Background: an optimization exercise with open tools, aiming at small area. Do not read the settings as production practice.
The RTL was checked by simulation tests, not by an equivalence proof against the original design.
The clock input has no modelled driver; a real chip could not lean on it and would need a root buffer or a full tree.
No activity file was given, so power comes from the tool's default toggle rates.

==> flow/design.v <==
`timescale 1ns/1ps
`default_nettype none
module top #(
  parameter integer CLK_FREQ_HZ            = 20_000,
  parameter         BUTTONS_ACTIVE_LOW      = 1,
  parameter         TESTMODE_ACTIVE_LOW     = 0,
  parameter         LED_ENABLE_ACTIVE_LOW    = 0,
  parameter integer DEBOUNCE_TIME_MS               = 5,
  parameter integer RUN_TIME_NORMAL_S         = 30,
  parameter integer RUN_TIME_TEST_S           = 3,
  parameter integer DIV_TIMER_TOGGLE       = CLK_FREQ_HZ/2,
  parameter integer DIV_LED_TOGGLE      = CLK_FREQ_HZ/2,
  parameter integer DIV_HEARTBEAT_TOGGLE       = CLK_FREQ_HZ/4
)(
  input  wire clk,
  input  wire rst,    
  input  wire I1, I2, I3, I4, I5,
  output reg  led,
  output reg  O1, O2, O3, O4, O5
);
  reg start_s0, start_s1, stop_s0, stop_s1, rst_s0, rst_s1;
  reg test_s0, test_s1, leden_s0_n, leden_s1_n;
  always @(posedge clk) begin
    start_s0   <= ~rst & ~I1;
    stop_s0    <= ~rst & ~I2;
    rst_s0     <= ~rst & ~I3;
    test_s0    <= I4;
    leden_s0_n <= rst | ~I5;
    start_s1   <= start_s0;
    stop_s1    <= stop_s0;
    rst_s1     <= rst_s0;
    test_s1    <= test_s0;
    leden_s1_n <= leden_s0_n;
  end
  wire test_lvl = test_s1, leden_lvl = ~leden_s1_n;
  reg [6:0] db_st, db_sp, db_rs;
  reg st_state, sp_state, rs_state;
  wire st_lvl = start_s1, sp_lvl = stop_s1, rs_lvl = rst_s1;
  wire st_term = (~db_st[0] & db_st[1] & ~db_st[2] & db_st[3] & db_st[5]);
  wire sp_term = (~db_sp[0] & db_sp[1] & ~db_sp[2] & db_sp[3] & db_sp[5]);
  wire rs_term = (~db_rs[0] & db_rs[1] & ~db_rs[2] & db_rs[3] & db_rs[5]);
  always @(posedge clk) begin
    db_st <= (rst | (st_lvl == st_state) | st_term) ? 7'h0 : {~db_st[5:0], db_st[6] ^ db_st[0]};
    db_sp <= (rst | (sp_lvl == sp_state) | sp_term) ? 7'h0 : {~db_sp[5:0], db_sp[6] ^ db_sp[0]};
    db_rs <= (rst | (rs_lvl == rs_state) | rs_term) ? 7'h0 : {~db_rs[5:0], db_rs[6] ^ db_rs[0]};
    st_state <= ~rst & (st_term ? st_lvl : st_state);
    sp_state <= ~rst & (sp_term ? sp_lvl : sp_state);
    rs_state <= ~rst & (rs_term ? rs_lvl : rs_state);
  end
  wire st_press = st_term & st_lvl & ~st_state;
  wire sp_press = sp_term & sp_lvl & ~sp_state;
  wire rs_press = rs_term & rs_lvl & ~rs_state;
  reg on, go, sel;
  reg timeup, past;    
  reg [19:0] tcnt;
  wire on_nxt = ~rst & go;
  wire wrap = (~tcnt[1] & tcnt[2] & tcnt[3] & ~tcnt[4] & ~tcnt[5] & ~tcnt[6] & ~tcnt[7] & ~tcnt[9] & tcnt[10] & ~tcnt[11] & ~tcnt[13] & tcnt[14] & ~tcnt[15] & ~tcnt[16] & ~tcnt[17] & tcnt[18] & ~tcnt[19]) | (test_lvl & past);
  wire tclr = ~on | wrap;    
  always @(posedge clk) begin
    on  <= on_nxt;
    go  <= ~rst & ~rs_press & ~(sp_press & on_nxt) & (on_nxt | st_press);
    sel <= on & (sel ^ timeup);    
    tcnt <= tclr ? 20'hb65da : {~tcnt[18:0], tcnt[19] ^ tcnt[16]};
    timeup <= on & wrap;
    past <= ~tclr & (past | (tcnt[0] & ~tcnt[1] & ~tcnt[4] & tcnt[6] & tcnt[7] & ~tcnt[8] & tcnt[9] & tcnt[10] & ~tcnt[13] & ~tcnt[16] & tcnt[17] & tcnt[18]));
  end
  always @* begin
    O1 = on & ~sel;
    O2 = on & sel;
    O4 = on;
  end
  reg [13:0] div_o3, div_led;
  reg [12:0] div_o5;
  wire o3_term  = (div_o3[0] & div_o3[2] & div_o3[4] & div_o3[6] & div_o3[8] & ~div_o3[9] & div_o3[10] & ~div_o3[11] & div_o3[12] & ~div_o3[13]);
  wire led_term = (div_led[0] & div_led[2] & div_led[4] & div_led[6] & div_led[8] & ~div_led[9] & div_led[10] & ~div_led[11] & div_led[12] & ~div_led[13]);
  wire o5_term  = (div_o5[0] & ~div_o5[1] & div_o5[4] & ~div_o5[5] & div_o5[6] & div_o5[7] & div_o5[8] & ~div_o5[9] & div_o5[10]);
  always @(posedge clk) begin
    div_o3  <= (~on | o3_term) ? 14'hf50 : {~div_o3[12:0], div_o3[13] ^ div_o3[12]};
    O3      <= ~rst & on & (O3 ^ o3_term);
    div_led <= (rst | ~leden_lvl | led_term) ? 14'hf50 : {~div_led[12:0], div_led[13] ^ div_led[12]};
    led     <= ~rst & leden_lvl & (led ^ led_term);
    div_o5  <= (rst | o5_term) ? 13'h1848 : {~div_o5[11:0], div_o5[12] ^ div_o5[3]};
    O5      <= ~rst & (O5 ^ o5_term);
  end
endmodule
`default_nettype wire
clock: 10.0 ns
lec_check: 0
cap_margin: 20
core_margin: 2
core_utilization: 60
slew_margin: 20
standard.sh (not shown) runs the stock make flow with config.mk's settings and CLKGATE_MAP_FILE= SYNTH_SCRIPT=/design/flow/synth_recipe.tcl, a recipe that flattens the netlist after the stock synthesis.
==> flow/flow/run.sh <==
#!/bin/bash
# The standard layout (standard.sh) with three changes:
#  - ABC's final mapping pass uses flow/abc.script, an area-oriented script with the delay target relaxed
#    (synthesis is otherwise the standard one, so the registers are the same);
#  - the port buffers are buf_1 cells;
#  - the clock tree is built by flow/pre_cts.tcl: the clock port drives 4
#    buf_12 cells, each driving one cluster of registers.
# Each tool's output is in ORFS's logs under orfs/logs; make's output is in flow_make.log.
set -euo pipefail
here=$(pwd)
extra=()
cp -r "$FLOW_HOME/scripts" "$here/scripts"
cp "$here/flow/abc.script" "$here/scripts/abc_speed.script"
extra+=("SCRIPTS_DIR=$here/scripts")
export PRE_CTS_TCL="$here/flow/pre_cts.tcl" CTS_M_K=4 CTS_M_CELL=sky130_fd_sc_hd__buf_12 CTS_M_ROOT=
bash standard.sh "${extra[@]}" \
  "BUFFER_PORTS_ARGS=-buffer_cell sky130_fd_sc_hd__buf_1" \
  finish > flow_make.log 2>&1
==> flow/flow/abc.script <==
strash
&get -n
&st
&syn2
&dch
&nf -a -R 1000
&st
&dch
&nf -a -R 1000
&put
topo
stime -c
Other scripts of this flow, unchanged in this note and not shown: flow/flow/manual_cts.tcl, flow/flow/pre_cts.tcl
The baseline completed with no timing, DRC or antenna violations.
Then changed:
--- a/flow/flow/run.sh
+++ b/flow/flow/run.sh
@@ -2,3 +2,3 @@
 # The standard layout (standard.sh) with three changes:
-#  - ABC's final mapping pass uses flow/abc.script, an area-oriented script with the delay target relaxed
+#  - ABC's final mapping pass skips its delay-driven buffering and upsizing
 #    (synthesis is otherwise the standard one, so the registers are the same);
@@ -11,5 +11,14 @@
 extra=()
-cp -r "$FLOW_HOME/scripts" "$here/scripts"
-cp "$here/flow/abc.script" "$here/scripts/abc_speed.script"
-extra+=("SCRIPTS_DIR=$here/scripts")
+if [[ "${ABC_NOUP:-1}" == 1 ]]; then
+  cp -r "$FLOW_HOME/scripts" "$here/scripts"
+  python3 - "$here/scripts/abc_speed.script" <<'P'
+import sys
+p = sys.argv[1]
+s = open(p).read()
+tail = "buffer -c\ntopo\nstime -c\nupsize -c\ndnsize -c\n"
+assert s.endswith(tail), "unexpected abc script"
+open(p, "w").write(s[: -len(tail)] + "topo\nstime -c\n")
+P
+  extra+=("SCRIPTS_DIR=$here/scripts")
+fi
 export PRE_CTS_TCL="$here/flow/pre_cts.tcl" CTS_M_K=4 CTS_M_CELL=sky130_fd_sc_hd__buf_12 CTS_M_ROOT=
removed: flow/flow/abc.script
Design area rose by 2.5%.
Combinational power climbs by about 10%.
Routed wire length falls by 0.95%.
Global-route usage falls by 0.32 points.
Die area came out higher by 1.7%.
Setup slack is better by 0.17 ns.
Utilization went up by 0.75 points.
Then changed:
==> flow/flow/run.sh (replaced) <==
#!/bin/bash
# The standard layout (standard.sh) with three changes:
#  - ABC's final mapping pass uses flow/abc.script, an area-oriented script
#    (synthesis is otherwise the standard one, so the registers are the same);
#  - the port buffers are buf_1 cells;
#  - the clock tree is built by flow/pre_cts.tcl: the clock port drives 4
#    buf_12 cells, each driving one cluster of registers.
# Each tool's output is in ORFS's logs under orfs/logs; make's output is in flow_make.log.
set -euo pipefail
here=$(pwd)
extra=()
cp -r "$FLOW_HOME/scripts" "$here/scripts"
cp "$here/flow/abc.script" "$here/scripts/abc_speed.script"
extra+=("SCRIPTS_DIR=$here/scripts")
export PRE_CTS_TCL="$here/flow/pre_cts.tcl" CTS_M_K=4 CTS_M_CELL=sky130_fd_sc_hd__buf_12 CTS_M_ROOT=
bash standard.sh "${extra[@]}" \
  "BUFFER_PORTS_ARGS=-buffer_cell sky130_fd_sc_hd__buf_1" \
  finish > flow_make.log 2>&1
==> flow/flow/abc.script (new file) <==
strash
&get -n
&st
&syn2
&dch -f
&nf -a
&st
&dch -f
&nf -a
&put
topo
stime -c
- The changed run ran to the end with no violations
- worst setup slack loses 0.064 ns
- sequential power is about the same
- cell count went down by about 6%
- via count went down by about 2.7%
- critical path depth went up by 2
- sequential share of layout area went up by 1.2 points
- first-iteration DRC count went up by about 1.8%
- sequential cell count stays the same
- combinational power went down by about 9%
Then changed:
==> flow/flow/abc.script (replaced) <==
strash
&get -n
&st
&syn2
&dch
&nf -a
&st
&dch
&nf -a
&put
topo
stime -c
Power hardly moves.
Final area hardly moves.
Via count rises by a few percent.
Clock power barely changes.
Worst setup slack got worse by 0.11 ns.
Routed wire length rises slightly.
No run of this note takes its clock network from TritonCTS; it comes from the design's own scripts or RTL.

-- afterwards: timing with drivers on the ports --
How much do the figures lean on ideal ports? The routed layouts below were timed once more, with nothing changed but the port constraints.
Step 1 (the two cells are an assumption about what drives the block):
set clk [get_ports {clk}]
set_driving_cell -lib_cell sky130_fd_sc_hd__clkbuf_16 $clk
set_driving_cell -lib_cell sky130_fd_sc_hd__buf_2 [delete_from_list [all_inputs] $clk]
Step 2, shift: input delay + t, output delay - t, t = (earliest + latest rising clock arrival at the registers) / 2. This alone moves slack from input paths to output paths.
Slacks: ideal ports / drivers / drivers and shift; pairs: ideal ports / drivers.
| run | t, ns | setup slack, ns | slew at the worst register clock pin (ns) |
|---|---|---|---|
| the first run | 0.209 | 6.815 / 6.735 / 6.715 | 0.11 / 0.11 |
| the second run | 0.206 | 6.986 / 6.909 / 7.054 | 0.11 / 0.11 |
| the third run | 0.204 | 6.922 / 6.921 / 6.769 | 0.11 / 0.11 |
| the fourth run | 0.204 | 6.815 / 6.739 / 6.780 | 0.10 / 0.10 |
After both steps every run listed still meets setup and hold. For the third run, which loses most, drivers alone change the setup slack by -0.001 ns; drivers and shift together by -0.153 ns.
